Source: an optimization exercise on an open RTL-to-GDS flow (aim: small area). Production flows keep margins and buffers that such runs may drop.
Only simulation tests tie the RTL to the original design; equivalence was not proved.
No activity file was given, so power comes from the tool's default toggle rates.

===== flow/run.sh =====
#!/bin/bash
# synth_recipe.tcl (not shown) runs the flow's synth.tcl, then flattens the netlist and writes it again
# the make line also repeats each setting of config.mk as NAME=value (left out here)
make -C /OpenROAD-flow-scripts/flow DESIGN_CONFIG=/design/flow/config.mk WORK_HOME=/design/flow/orfs CLKGATE_MAP_FILE= SYNTH_SCRIPT=/design/flow/synth_recipe.tcl finish

===== flow/config.mk =====
export PLATFORM = sky130hd
export DESIGN_NAME = lookahead_router
export DESIGN_NICKNAME = lookahead_router
export VERILOG_FILES = /design/flow/design.v
export SDC_FILE = /design/flow/constraint.sdc
export NUM_CORES = 4
export LEC_CHECK = 0
export CAP_MARGIN = 20
export CORE_MARGIN = 2
export CORE_UTILIZATION = 40
export PLACE_DENSITY = 0.6
export SETUP_SLACK_MARGIN = 0.25
export SLEW_MARGIN = 20

===== flow/constraint.sdc =====
create_clock -name core_clock -period 5.5 [get_ports {clk}]
set_input_delay 1.1000 -clock core_clock [delete_from_list [all_inputs] [get_ports {clk}]]
set_output_delay 1.1000 -clock core_clock [all_outputs]
set_load 0.01 [all_outputs]

===== flow/design.v =====
package noc;
  parameter int unsigned PortQueueDepth = 4;
  parameter int unsigned xMax = 16;
  parameter int unsigned yMax = 16;
  parameter int unsigned messageTypeWidth = 5;
  parameter bit [4:0] AllPorts               = 5'b11111;
  parameter bit [4:0] TopLeftRouterPorts     = 5'b11010;
  parameter bit [4:0] TopRightRouterPorts    = 5'b10110;
  parameter bit [4:0] BottomLeftRouterPorts  = 5'b11001;
  parameter bit [4:0] BottomRightRouterPorts = 5'b10101;
  typedef enum logic [2:0] {
    kNorthPort = 3'd0,
    kSouthPort = 3'd1,
    kWestPort  = 3'd2,
    kEastPort  = 3'd3,
    kLocalPort = 3'd4
  } noc_port_t;
  typedef struct packed {
    logic        go_local;
    logic        go_east;
    logic        go_west;
    logic        go_south;
    logic        go_north;
  } direction_t;
  parameter direction_t goNorth = 5'b00001;
  parameter direction_t goSouth = 5'b00010;
  parameter direction_t goWest = 5'b00100;
  parameter direction_t goEast = 5'b01000;
  parameter direction_t goLocal = 5'b10000;
  parameter int unsigned xWidth = $clog2(xMax);
  parameter int unsigned yWidth = $clog2(xMax);
  typedef struct packed {
    logic [yWidth-1:0] y;
    logic [xWidth-1:0] x;
  } xy_t;
  typedef enum logic {
    kFlowControlAckNack = 1'b0,
    kFlowControlCreditBased = 1'b1
  } noc_flow_control_t;
  parameter int unsigned CreditsWidth = $clog2(PortQueueDepth + 1);
  typedef logic [4:0][CreditsWidth-1:0] credits_t;
  typedef logic [messageTypeWidth-1:0] message_t;
  typedef struct packed {
    logic head;
    logic tail;
  } preamble_t;
endpackage
module router_fifo
  #(
    parameter bit BypassEnable = 1'b1,
    parameter int unsigned Depth = 4,
    parameter int unsigned Width = 66
    )
  (
   input logic clk,
   input logic rst,
   input logic rdreq,
   input logic wrreq,
   input logic [Width-1:0] data_in,
   output logic empty,
   output logic full,
   output logic [Width-1:0] data_out
   );
  logic [Depth-1:0][Width-1:0] mem;
  logic [$clog2(Depth+1)-1:0] head;  
  logic [$clog2(Depth+1)-1:0] head_next;  
  logic [Depth-1:0] tail;
  logic [Depth:0] used;
  logic valid_read;
  logic valid_write;
  logic [Width-1:0] data_out_nobypass;
  genvar g_i;
  assign valid_read = rdreq & ~empty;
  assign valid_write = BypassEnable & empty ? wrreq & ~rdreq : wrreq & ~full;
  assign data_out = BypassEnable & empty ? data_in : data_out_nobypass;
  assign head_next = head == (Depth - 1'b1) ? '0 : head + 1'b1;
  always_ff @(posedge clk) begin
    if (rst) begin
      head <= '0;
    end else if (valid_read) begin
      head <= head_next;
    end
  end
  always_ff @(posedge clk) begin
    if (rst) begin
      tail[Depth-1:1] <= '0;
      tail[0] <= 1'b1;
    end else if (valid_write) begin
      tail[Depth-1:1] <= tail[Depth-2:0];
      tail[0] <= tail[Depth-1];
    end
  end
  always_ff @(posedge clk) begin
    if (rst) begin
      used[Depth:1] <= '0;
      used[0] <= 1'b1;
    end else begin
      if (valid_write & ~valid_read) begin
        used[Depth:1] <= used[Depth-1:0];
        used[0] <= 1'b0;
      end else if (~valid_write & valid_read) begin
        used[Depth-1:0] <= used[Depth:1];
        used[Depth] <= 1'b0;
      end
    end
  end
  assign empty = used[0];
  assign full = used[Depth];
  for (g_i = 0; g_i < Depth; g_i++) begin : gen_fifo_write
    always_ff @(posedge clk) begin
      if (rst) begin
        mem[g_i] <= '0;
      end else if (valid_write & tail[g_i]) begin
        mem[g_i] <= data_in;
      end
    end
  end
  assign data_out_nobypass = mem[head];   
endmodule
module lookahead_routing
  (
   input logic clk,
   input logic [7:0] position,         
   input logic [7:0] destination,      
   input logic [4:0] current_routing,  
   output logic [4:0] next_routing
   );
  function automatic logic [4:0] routing(
    input logic [7:0] next_position,
    input logic [7:0] destination);
    logic [4:0] west, east, north, south;
    west = next_position[3:0] > destination[3:0] ?
           noc::goWest : ~noc::goWest;
    east = next_position[3:0] < destination[3:0] ?
           noc::goEast : ~noc::goEast;
    north = next_position[7:4] > destination[7:4] ?
            noc::goNorth | noc::goWest | noc::goEast : ~noc::goNorth;
    south = next_position[7:4] < destination[7:4] ?
            noc::goSouth | noc::goWest | noc::goEast : ~noc::goSouth;
    routing = west & east & north & south;
  endfunction
  logic [7:0] next_position_d_n, next_position_d_s, next_position_d_w, next_position_d_e;
  logic [7:0] next_position_q_n, next_position_q_s, next_position_q_w, next_position_q_e;
  assign next_position_d_n = {position[7:4] - 4'd1, position[3:0]};
  assign next_position_d_s = {position[7:4] + 4'd1, position[3:0]};
  assign next_position_d_w = {position[7:4], position[3:0] - 4'd1};
  assign next_position_d_e = {position[7:4], position[3:0] + 4'd1};
  always_ff @(posedge clk) begin
    next_position_q_n <= next_position_d_n;
    next_position_q_s <= next_position_d_s;
    next_position_q_w <= next_position_d_w;
    next_position_q_e <= next_position_d_e;
  end
  always_comb begin
    case (current_routing)
      noc::goNorth : next_routing = routing(next_position_q_n, destination);
      noc::goSouth : next_routing = routing(next_position_q_s, destination);
      noc::goWest  : next_routing = routing(next_position_q_w, destination);
      noc::goEast  : next_routing = routing(next_position_q_e, destination);
      default : next_routing = current_routing;
    endcase
  end
endmodule
module router_arbiter
  (
   input  logic clk,
   input  logic rst,
   input  logic [3:0] request,
   input  logic forwarding_head,
   input  logic forwarding_tail,
   output logic [3:0] grant,
   output logic grant_valid
   );
  logic grant_locked;
  always_ff @(posedge clk) begin
    if (rst) begin
      grant_locked <= 1'b0;
    end else begin
      if (forwarding_tail) begin
        grant_locked <= 1'b0;
      end else if (forwarding_head) begin
        grant_locked <= 1'b1;
      end
    end
  end
  assign grant_valid = |request & ~grant_locked;
  logic [15:0] priority_mask, priority_mask_next;
  logic [15:0] grant_stage1;
  logic [7:0] grant_stage2;
  localparam logic [15:0] InitialPriority = { 4'b0000,    
                                              4'b1000,    
                                              4'b1100,    
                                              4'b1110 };  
  always_ff @(posedge clk) begin
    if (rst) begin
      priority_mask <= InitialPriority;
    end else if (forwarding_head) begin
      priority_mask <= priority_mask_next;
    end
  end
  always_comb begin
    priority_mask_next = priority_mask;
    case (grant)
      4'b0001 : begin
        priority_mask_next[3:0] = 4'b0000;
        priority_mask_next[4] = 1'b1;
        priority_mask_next[8] = 1'b1;
        priority_mask_next[12] = 1'b1;
      end
      4'b0010 : begin
        priority_mask_next[7:4] = 4'b0000;
        priority_mask_next[1] = 1'b1;
        priority_mask_next[9] = 1'b1;
        priority_mask_next[13] = 1'b1;
      end
      4'b0100 : begin
        priority_mask_next[11:8] = 4'b0000;
        priority_mask_next[2] = 1'b1;
        priority_mask_next[6] = 1'b1;
        priority_mask_next[14] = 1'b1;
      end
      4'b1000 : begin
        priority_mask_next[15:12] = 4'b0000;
        priority_mask_next[3] = 1'b1;
        priority_mask_next[7] = 1'b1;
        priority_mask_next[11] = 1'b1;
      end
      default begin
      end
    endcase
  end
  genvar g_i, g_j;
  for (g_i = 0; g_i < 4; g_i++) begin : gen_grant
    for (g_j = 0; g_j < 4; g_j++) begin : gen_grant_stage1
      assign grant_stage1[4*g_i + g_j] = request[g_j] & priority_mask[4*g_j + g_i];
    end
    for (g_j = 0; g_j < 2; g_j++) begin : gen_grant_stage2
      assign grant_stage2[2*g_i + g_j] = ~(grant_stage1[4*g_i + 2*g_j] | grant_stage1[4*g_i + 2*g_j + 1]);
    end
    assign grant[g_i] = grant_stage2[2*g_i] & grant_stage2[2*g_i + 1] & request[g_i];
  end   
endmodule
module lookahead_router
  #(
    parameter bit FlowControl = 1'b0,   
    parameter int unsigned DataWidth = 32,
    parameter int unsigned PortWidth = DataWidth + 2,
    parameter bit [4:0] Ports = 5'b11111
    )
  (
   input  logic clk,
   input  logic rst,
   input  logic [7:0] position,
   input  logic [PortWidth-1:0] data_n_in,
   input  logic [PortWidth-1:0] data_s_in,
   input  logic [PortWidth-1:0] data_w_in,
   input  logic [PortWidth-1:0] data_e_in,
   input  logic [PortWidth-1:0] data_p_in,
   input  logic [4:0] data_void_in,
   output logic [4:0] stop_out,
   output logic [PortWidth-1:0] data_n_out,
   output logic [PortWidth-1:0] data_s_out,
   output logic [PortWidth-1:0] data_w_out,
   output logic [PortWidth-1:0] data_e_out,
   output logic [PortWidth-1:0] data_p_out,
   output logic [4:0] data_void_out,
   input  logic [4:0] stop_in
   );
  localparam bit FifoBypassEnable = FlowControl == 1'b0;
  localparam int unsigned HeadBit = PortWidth - 1;
  localparam int unsigned TailBit = PortWidth - 2;
  localparam int unsigned DstLsb = 16;
  localparam int unsigned CreditsWidth = $clog2(noc::PortQueueDepth + 1);
  logic [4:0] state;      
  logic [4:0] new_state;
  logic [4:0][PortWidth-1:0] data_in;
  logic [4:0][PortWidth-1:0] fifo_head;
  logic [4:0][PortWidth-1:0] data_out_crossbar;
  logic [4:0][PortWidth-1:0] last_flit;
  logic [4:0][4:0] saved_routing_request;
  logic [4:0][4:0] final_routing_request;
  logic [4:0][4:0] next_hop_routing;
  logic [4:0][3:0] transp_final_routing_request;
  logic [4:0][4:0] enhanc_routing_configuration;
  logic [4:0][3:0] routing_configuration;
  logic [4:0][3:0] saved_routing_configuration;
  logic [4:0][3:0] grant;
  logic [4:0] grant_valid;
  logic [4:0][4:0] rd_fifo;
  logic [4:0] no_backpressure;
  logic [4:0] rd_fifo_or;
  logic [4:0] in_unvalid_flit;
  logic [4:0] out_unvalid_flit;
  logic [4:0] in_valid_head;
  logic [4:0] full;
  logic [4:0] empty;
  logic [4:0] wr_fifo;
  logic [4:0][CreditsWidth-1:0] credits;
  logic [4:0] forwarding_tail;
  logic [4:0] forwarding_head;
  logic [4:0] forwarding_in_progress;
  logic [4:0] insert_lookahead_routing;
  assign data_in[0] = data_n_in;
  assign data_in[1] = data_s_in;
  assign data_in[2] = data_w_in;
  assign data_in[3] = data_e_in;
  assign data_in[4] = data_p_in;
  assign data_n_out = FifoBypassEnable ? last_flit[0] : data_out_crossbar[0];
  assign data_s_out = FifoBypassEnable ? last_flit[1] : data_out_crossbar[1];
  assign data_w_out = FifoBypassEnable ? last_flit[2] : data_out_crossbar[2];
  assign data_e_out = FifoBypassEnable ? last_flit[3] : data_out_crossbar[3];
  assign data_p_out = FifoBypassEnable ? last_flit[4] : data_out_crossbar[4];
  genvar g_i;
  for (g_i = 0; g_i < 5; g_i++) begin : gen_input_fifo
    if (Ports[g_i]) begin : gen_input_port_enabled
      assign rd_fifo_or[g_i] = rd_fifo[0][g_i] | rd_fifo[1][g_i] | rd_fifo[2][g_i] |
                               rd_fifo[3][g_i] | rd_fifo[4][g_i];
      assign wr_fifo[g_i] = ~data_void_in[g_i];
      router_fifo
        #(
          .BypassEnable(FifoBypassEnable),
          .Depth(noc::PortQueueDepth),
          .Width(PortWidth)
          )
      input_queue (
            .clk(clk),
            .rst(rst),
            .rdreq(rd_fifo_or[g_i]),
            .wrreq(wr_fifo[g_i]),
            .data_in(data_in[g_i]),
            .empty(empty[g_i]),
            .full(full[g_i]),
            .data_out(fifo_head[g_i])
            );
      assign in_unvalid_flit[g_i] = FifoBypassEnable ? empty[g_i] & data_void_in[g_i] : empty[g_i];
      assign in_valid_head[g_i] = fifo_head[g_i][HeadBit] & ~in_unvalid_flit[g_i];
      always_ff @(posedge clk) begin
        if (rst) begin
          saved_routing_request[g_i] <= '0;
        end else begin
          if (fifo_head[g_i][TailBit]) begin
            saved_routing_request[g_i] <= '0;
          end else if (in_valid_head[g_i]) begin
            saved_routing_request[g_i] <= fifo_head[g_i][4:0];
          end
        end
      end
      assign final_routing_request[g_i] = in_valid_head[g_i] ? fifo_head[g_i][4:0] :
                                            saved_routing_request[g_i];
      assign stop_out[g_i] =  FifoBypassEnable ? full[g_i] :
                                ~(rd_fifo_or[g_i] & ~in_unvalid_flit[g_i]);
      lookahead_routing lookahead_routing_i
        (
         .clk(clk),
         .position(position),
         .destination(fifo_head[g_i][DstLsb+7:DstLsb]),
         .current_routing(fifo_head[g_i][4:0]),
         .next_routing(next_hop_routing[g_i])
         );
    end else begin : gen_input_port_disabled
      assign stop_out[g_i] = 1'b1;
      assign final_routing_request[g_i] = '0;
      assign saved_routing_request[g_i] = '0;
      assign in_unvalid_flit[g_i] = '1;
      assign fifo_head[g_i] = '0;
      assign empty[g_i] = 1'b1;
      assign full[g_i] = '0;
      assign next_hop_routing[g_i] = '0;
      assign rd_fifo_or[g_i] = '0;
      assign wr_fifo[g_i] = '0;
      assign in_valid_head[g_i] = 1'b0;
    end  
  end   
  for (g_i = 0; g_i < 5; g_i++) begin : gen_output_control
    if (Ports[g_i]) begin : gen_output_port_enabled
      genvar g_j;
      for (g_j = 0; g_j < 5; g_j++) begin : gen_transpose_routing
        if (g_j < g_i) begin : gen_transpose_routin_j_lt_i
          assign transp_final_routing_request[g_i][g_j] = final_routing_request[g_j][g_i];
          assign enhanc_routing_configuration[g_i][g_j] = routing_configuration[g_i][g_j];
        end else if (g_j > g_i) begin : gen_transpose_routin_j_gt_i
          assign transp_final_routing_request[g_i][g_j-1] = final_routing_request[g_j][g_i];
          assign enhanc_routing_configuration[g_i][g_j] = routing_configuration[g_i][g_j-1];
        end else begin : gen_transpose_routin_j_eq_i
          assign enhanc_routing_configuration[g_i][g_j] = 1'b0;
        end
      end  
      router_arbiter arbiter_i (
        .clk(clk),
        .rst(rst),
        .request(transp_final_routing_request[g_i]),
        .forwarding_head(forwarding_head[g_i]),
        .forwarding_tail(forwarding_tail[g_i]),
        .grant(grant[g_i]),
        .grant_valid(grant_valid[g_i])
      );
      always_ff @(posedge clk) begin
        if (forwarding_in_progress[g_i]) begin
          saved_routing_configuration[g_i] <= routing_configuration[g_i];
        end
      end
      always_ff @(posedge clk) begin
        if (rst) begin
          insert_lookahead_routing[g_i] <= 1'b1;
        end else begin
          if (forwarding_tail[g_i]) begin
            insert_lookahead_routing[g_i] <= 1'b1;
          end else if (forwarding_head[g_i]) begin
            insert_lookahead_routing[g_i] <= 1'b0;
          end
        end
      end
      always_comb begin
        data_out_crossbar[g_i] = '0;
        rd_fifo[g_i] = '0;
        out_unvalid_flit[g_i] = 1'b1;
        case (enhanc_routing_configuration[g_i])
          5'b00001 : begin
            data_out_crossbar[g_i] = ~insert_lookahead_routing[g_i] ? fifo_head[0] :
              {fifo_head[0][PortWidth-1:5], next_hop_routing[0]};
            rd_fifo[g_i][0] = no_backpressure[g_i];
            out_unvalid_flit[g_i] = in_unvalid_flit[0];
          end
          5'b00010 : begin
            data_out_crossbar[g_i] = ~insert_lookahead_routing[g_i] ? fifo_head[1] :
              {fifo_head[1][PortWidth-1:5], next_hop_routing[1]};
            rd_fifo[g_i][1] = no_backpressure[g_i];
            out_unvalid_flit[g_i] = in_unvalid_flit[1];
          end
          5'b00100 : begin
            data_out_crossbar[g_i] = ~insert_lookahead_routing[g_i] ? fifo_head[2] :
              {fifo_head[2][PortWidth-1:5], next_hop_routing[2]};
            rd_fifo[g_i][2] = no_backpressure[g_i];
            out_unvalid_flit[g_i] = in_unvalid_flit[2];
          end
          5'b01000 : begin
            data_out_crossbar[g_i] = ~insert_lookahead_routing[g_i] ? fifo_head[3] :
              {fifo_head[3][PortWidth-1:5], next_hop_routing[3]};
            rd_fifo[g_i][3] = no_backpressure[g_i];
            out_unvalid_flit[g_i] = in_unvalid_flit[3];
          end
          5'b10000 : begin
            data_out_crossbar[g_i] = ~insert_lookahead_routing[g_i] ? fifo_head[4] :
              {fifo_head[4][PortWidth-1:5], next_hop_routing[4]};
            rd_fifo[g_i][4] = no_backpressure[g_i];
            out_unvalid_flit[g_i] = in_unvalid_flit[4];
          end
          default : begin
          end
        endcase
      end
      always_ff @(posedge clk) begin
        if (rst) begin
          last_flit[g_i] <= '0;
        end else begin
          if (FifoBypassEnable) begin
            if (no_backpressure[g_i] & forwarding_in_progress[g_i] & ~out_unvalid_flit[g_i]) begin
              last_flit[g_i] <= data_out_crossbar[g_i];
            end
          end else begin
            if (~data_void_out[g_i]) begin
              last_flit[g_i] <= data_out_crossbar[g_i];
            end
          end
        end
      end
      assign no_backpressure[g_i] = FifoBypassEnable ? ~stop_in[g_i] : credits[g_i] != '0;
      assign forwarding_tail[g_i] = data_out_crossbar[g_i][TailBit] &
                                    ~out_unvalid_flit[g_i] & no_backpressure[g_i];
      assign forwarding_head[g_i] = data_out_crossbar[g_i][HeadBit] &
                                    ~out_unvalid_flit[g_i] & no_backpressure[g_i];
      always_comb begin : flow_control_fsm
        new_state[g_i] = state[g_i];
        routing_configuration[g_i] = '0;
        forwarding_in_progress[g_i] = 1'b0;
        case (state[g_i])
          1'b0 : begin
            if (grant_valid[g_i] & no_backpressure[g_i]) begin
              routing_configuration[g_i] = grant[g_i];
              forwarding_in_progress[g_i] = 1'b1;
              if (~data_out_crossbar[g_i][TailBit]) begin
                new_state[g_i] = 1'b1;
              end
            end
          end
          default : begin
            routing_configuration[g_i] = saved_routing_configuration[g_i];
            forwarding_in_progress[g_i] = 1'b1;
            if (forwarding_tail[g_i]) begin
                new_state[g_i] = 1'b0;
            end
          end
        endcase
      end
      always_ff @(posedge clk) begin
        if (rst) begin
          state[g_i] <= 1'b0;
        end else begin
          state[g_i] <= new_state[g_i];
        end
      end
      if (FifoBypassEnable) begin : gen_data_void_out_acknack
        always_ff @(posedge clk) begin
          if (rst) begin
            data_void_out[g_i] <= 1'b1;
          end else begin
            if (~forwarding_in_progress[g_i] && no_backpressure[g_i]) begin
              data_void_out[g_i] <= 1'b1;
            end else if (no_backpressure[g_i]) begin
              data_void_out[g_i] <= out_unvalid_flit[g_i];
            end
          end
        end
        assign credits[g_i] = '0;
      end else begin : gen_data_void_out_creditbased
        assign data_void_out[g_i] = forwarding_in_progress[g_i] & no_backpressure[g_i] ?
                                    out_unvalid_flit[g_i] : 1'b1;
        always_ff @(posedge clk) begin
          if (rst) begin
            credits[g_i] <= noc::PortQueueDepth;
          end else begin
            if (~data_void_out[g_i]) begin
              credits[g_i] <= credits[g_i] - stop_in[g_i];
            end else begin
              credits[g_i] <= credits[g_i] + ~stop_in[g_i];
            end
          end
        end
      end
    end  else begin : gen_input_port_disabled
      assign grant_valid[g_i] = '0;
      assign grant[g_i] = '0;
      assign data_void_out[g_i] = '1;
      assign out_unvalid_flit[g_i] = '1;
      assign data_out_crossbar[g_i] = '0;
      assign last_flit[g_i] = '0;
      assign routing_configuration[g_i] = '0;
      assign saved_routing_configuration[g_i] = '0;
      assign rd_fifo[g_i] = '0;
      assign no_backpressure[g_i] = '1;
      assign forwarding_tail[g_i] = '0;
      assign forwarding_head[g_i] = '0;
      assign forwarding_in_progress[g_i] = '0;
      assign insert_lookahead_routing[g_i] = '0;
      assign credits[g_i] = '0;
    end  
  end  
endmodule

==> impl_metrics.ini <==
[run_status]
run_status = complete, no violations

[setup_path]
path_class = reg2reg
cp.required_ns = 6.14
end_kind = flip-flop
worst_setup_path_start_kind = flip-flop
crit_path_max_fanout = 28
cp.arrival_ns = 5.96

[cts]
clock_latency_ns = 0.77
postCtsHoldBufs = 0
cts.path.max_buffers = 3
cts_tree = done
cts_setup_buffers = 0
h-tree-depth = 3
clock_sinks = 1052
cts_made_buffers = 111
root_buffer = clkbuf_16
path_clk_slew_ns = 0.06

[synth]
yosysWarnings = 4
synthTopCellsByCount = dfxtp_1 (1032), nor2_1 (1002), mux2i_1 (585), nand2_1 (453), clkbuf_1 (305)
synth_top_area_cell = dfxtp_1
synthArstFlopShare_pct = 0
synth_edf_count = 20
syn_area_per_cell_um2 = 9.19
syn_nets = 6220
synth_cells = 5901
syn_area_um2 = 54200
synth_seq_cells = 1052
synth_ff_type = dfxtp_1
yosys.area.top_type_share_pct = 38.1
seq_area_frac_synth_pct = 39.2
synth_area_leaders = dfxtp_1 (38%), mux2i_1 (11%), nor2_1 (6.9%)
synth_cell_types = 110
synth_most_common_cell = dfxtp_1

[pwr]
p_comb_share_pct = 52.0
p_sw_mw = 16.5
power_density_nw_per_um2 = 565
p_seq_share_pct = 27.1
power_mw = 37.8
p_int_mw = 21.3
pwr-share-clk_pct = 20.9
leakage_nw = 27.6
peakVddDrop_v = 0.000330
switching_share_pct = 43.6

[sta]
worst_pin_slew_ns = 1.35
slew-limit-headroom_pct = 10.2
fin_worst_skew_ns = 0.0319
finalSetupViolations = 0
rsz0062_at_grt = true
finalSetupTns_ns = 0
max_freq_ghz = 0.188
finalCritPeriodShare_pct = 96.8
holdWs_ns = 0.450
hold_viol_final = 0
setup_ws_ns = 0.178
finalMaxSlewViolations = 0
fin_crit_ns = 5.32

[route]
drtIter0Drc = 5564
viasPerCell = 6.09
dr.pass1.iters = 8
vias = 50800
wl_per_cell_um = 28.1
routed_wl_um = 235000
drtAntennaViolNets = 0
drc = 0

[job]
maxCapViolCount = 0

[floorplanning]
row_count = 135
die_h_um = 372
die-area_um2 = 139000
core_um2 = 135000
fp.dieW_um = 372
start_util_pct = 40.2
ios = 370

[finish]
drive_above_1_share_pct = 16.0
final_cells = 8344
area_growth_pct = 23.4
fin_nets = 6780

[worst_hold_path]
hold_path.class = reg2reg

[placed_design]
port_buffers = 369
place_hpwl_um = 177000
place_inst = 8127
post-place-ws_ns = -0.463
gp_congestion = 1.06

[grt]
grt_pass1_vias = 47300
grt_pass1_wl_um = 334000
antenna_found_initial = 22
grt_max_degree = 213
track_usage_pct = 32.9
grt-ovfl-total = 0
-- metal layers --
layer	up-vias	wire length, um	GRT usage, %
met5	-	159	0
met4	22	13500	17.2
met3	576	20500	6.71
met2	2436	102000	49.6
met1	24900	99000	44.4
li1	22900	-	-
-- through the flow --
stage	utilization, %	instance area, um2
CTS	49.5	66900
global route	49.6	66900
finish	49.6	66900
floorplan	-	54200
detailed placement	46.7	63000
global placement	46.7	63000
-- final timing paths --
path	end	slack, ns	cells past startpoint
hold / removal	flip-flop	0.45	2
setup reg to reg	last_flit[61]	0.18	15
hold reg to reg	flip-flop	0.45	2
setup / recovery	last_flit[61]	0.18	15
-- worst max-delay path, cell delays in order, from the launching register on --
cell and delay (ns):
dfxtp_2 0.66, mux4_2 0.61, a22oi_1 0.39, nand2_1 0.26, and2_1 0.32, o41ai_4 0.40, buf_4 0.22, a21oi_2 0.07
buf_4 0.17, nor2_1 0.14, a2bb2oi_1 0.14, or3_1 0.45, buf_12 0.19, a2111oi_0 0.83, buf_4 0.27, nor3_1 0.05
-- area by class of cell --
type | count | area [um2]
fillers | 12600 | 68000
multi-input cells | 4285 | 30600
flip-flops and latches | 1052 | 21300
repair buffers | 914 | 8530
clock buffers | 158 | 3220
well taps | 1781 | 2230
clock inverters | 50 | 651
inverters | 97 | 364
diodes | 7 | 17.5
-- power groups by stage --
| stage | logic, mW | clock network, mW | registers (mW) |
|---|---|---|---|
| 2_1_floorplan | 9.84 | 0 | 10.1 |
| 3_3_place_gp | 18.9 | 0 | 10.3 |
| 3_5_place_dp | 19.0 | 0 | 10.4 |
| 4_1_cts | 19.1 | 8.04 | 10.2 |
| 5_1_grt | 20.5 | 8.35 | 10.4 |
| 6_report | 19.7 | 7.92 | 10.2 |
-- layout by cell type, fill, tap and decap left out, types with 22 or more instances in the layout --
| cell | count |
|---|---|
| o211ai_1 | 25 |
| a22o_1 | 65 |
| clkbuf_16 | 113 |
| a211oi_2 | 24 |
| or3_1 | 22 |
| nor4_1 | 29 |
| nand2b_1 | 45 |
| clkdlybuf4s50_1 | 368 |
| nor2b_1 | 52 |
| nor2_1 | 996 |
| a22oi_1 | 141 |
| a221oi_1 | 65 |
| o21a_1 | 71 |
| nand4_1 | 31 |
| buf_12 | 59 |
| o22ai_1 | 236 |
| mux4_2 | 165 |
| nand3_1 | 40 |
| mux2i_1 | 585 |
| ha_1 | 129 |
| nor3_1 | 114 |
| nand2_1 | 453 |
| a211oi_1 | 167 |
| dfxtp_1 | 1018 |
| buf_4 | 485 |
| and2_1 | 27 |
| clkbuf_8 | 22 |
| a21oi_1 | 280 |
| clkbuf_1 | 23 |
| inv_1 | 97 |
| o21ai_0 | 105 |
-- logic make-up after synthesis --
group	after synthesis	synth area share, %
flops	1052	39.2
buf+inv	564	4.85
simple gates	1909	15.3
compound gates	1460	19.4
mux	766	18.0
fa+ha+maj	129	2.98
xor+xnor	21	0.339
-- flip-flops by register name, indices dropped and copies added (netlist names), named ones only --
| signal | cells |
|---|---|
| data_void_out | 5 |
| gen_input_fifo.gen_input_port_enabled.input_queue.head | 15 |
| gen_input_fifo.gen_input_port_enabled.input_queue.mem | 680 |
| gen_input_fifo.gen_input_port_enabled.input_queue.tail | 20 |
| gen_input_fifo.gen_input_port_enabled.input_queue.used | 25 |
| insert_lookahead_routing | 5 |
| last_flit | 170 |
| saved_routing_configuration | 20 |
| saved_routing_request | 20 |
| state | 5 |
-- repair_timing --
action	CTS	global route
resized for setup	1	3
pin swaps	0	1
endpoints found under the setup margin	1	8

re-timing with driven ports:
Ports are ideal in the flow. The routed layout listed here was re-timed in OpenROAD.
Step 1 (the two cells are an assumption about what drives the block):
set clk [get_ports {clk}]
set_driving_cell -lib_cell sky130_fd_sc_hd__clkbuf_16 $clk
set_driving_cell -lib_cell sky130_fd_sc_hd__buf_2 [delete_from_list [all_inputs] $clk]
Step 2 times the ports against the registers' clock, not the clock port: input delays grow and output delays shrink by t, the midpoint of the rising clock arrivals with the driver on.
Slacks: no drivers / after step 1 / after step 2; pairs: no drivers / after step 1.
t (ns): 0.840
setup slack, ns: 0.178 / 0.178 / -0.469
hold slack, ns: 0.450 / 0.450 / 0.450
slew at the worst register clock pin (ns): 0.07 / 0.07
With both steps, setup timing fails in this run, where it was met with ideal ports. For this run, drivers alone change the setup slack by 0.000 ns; drivers and shift together by -0.647 ns.
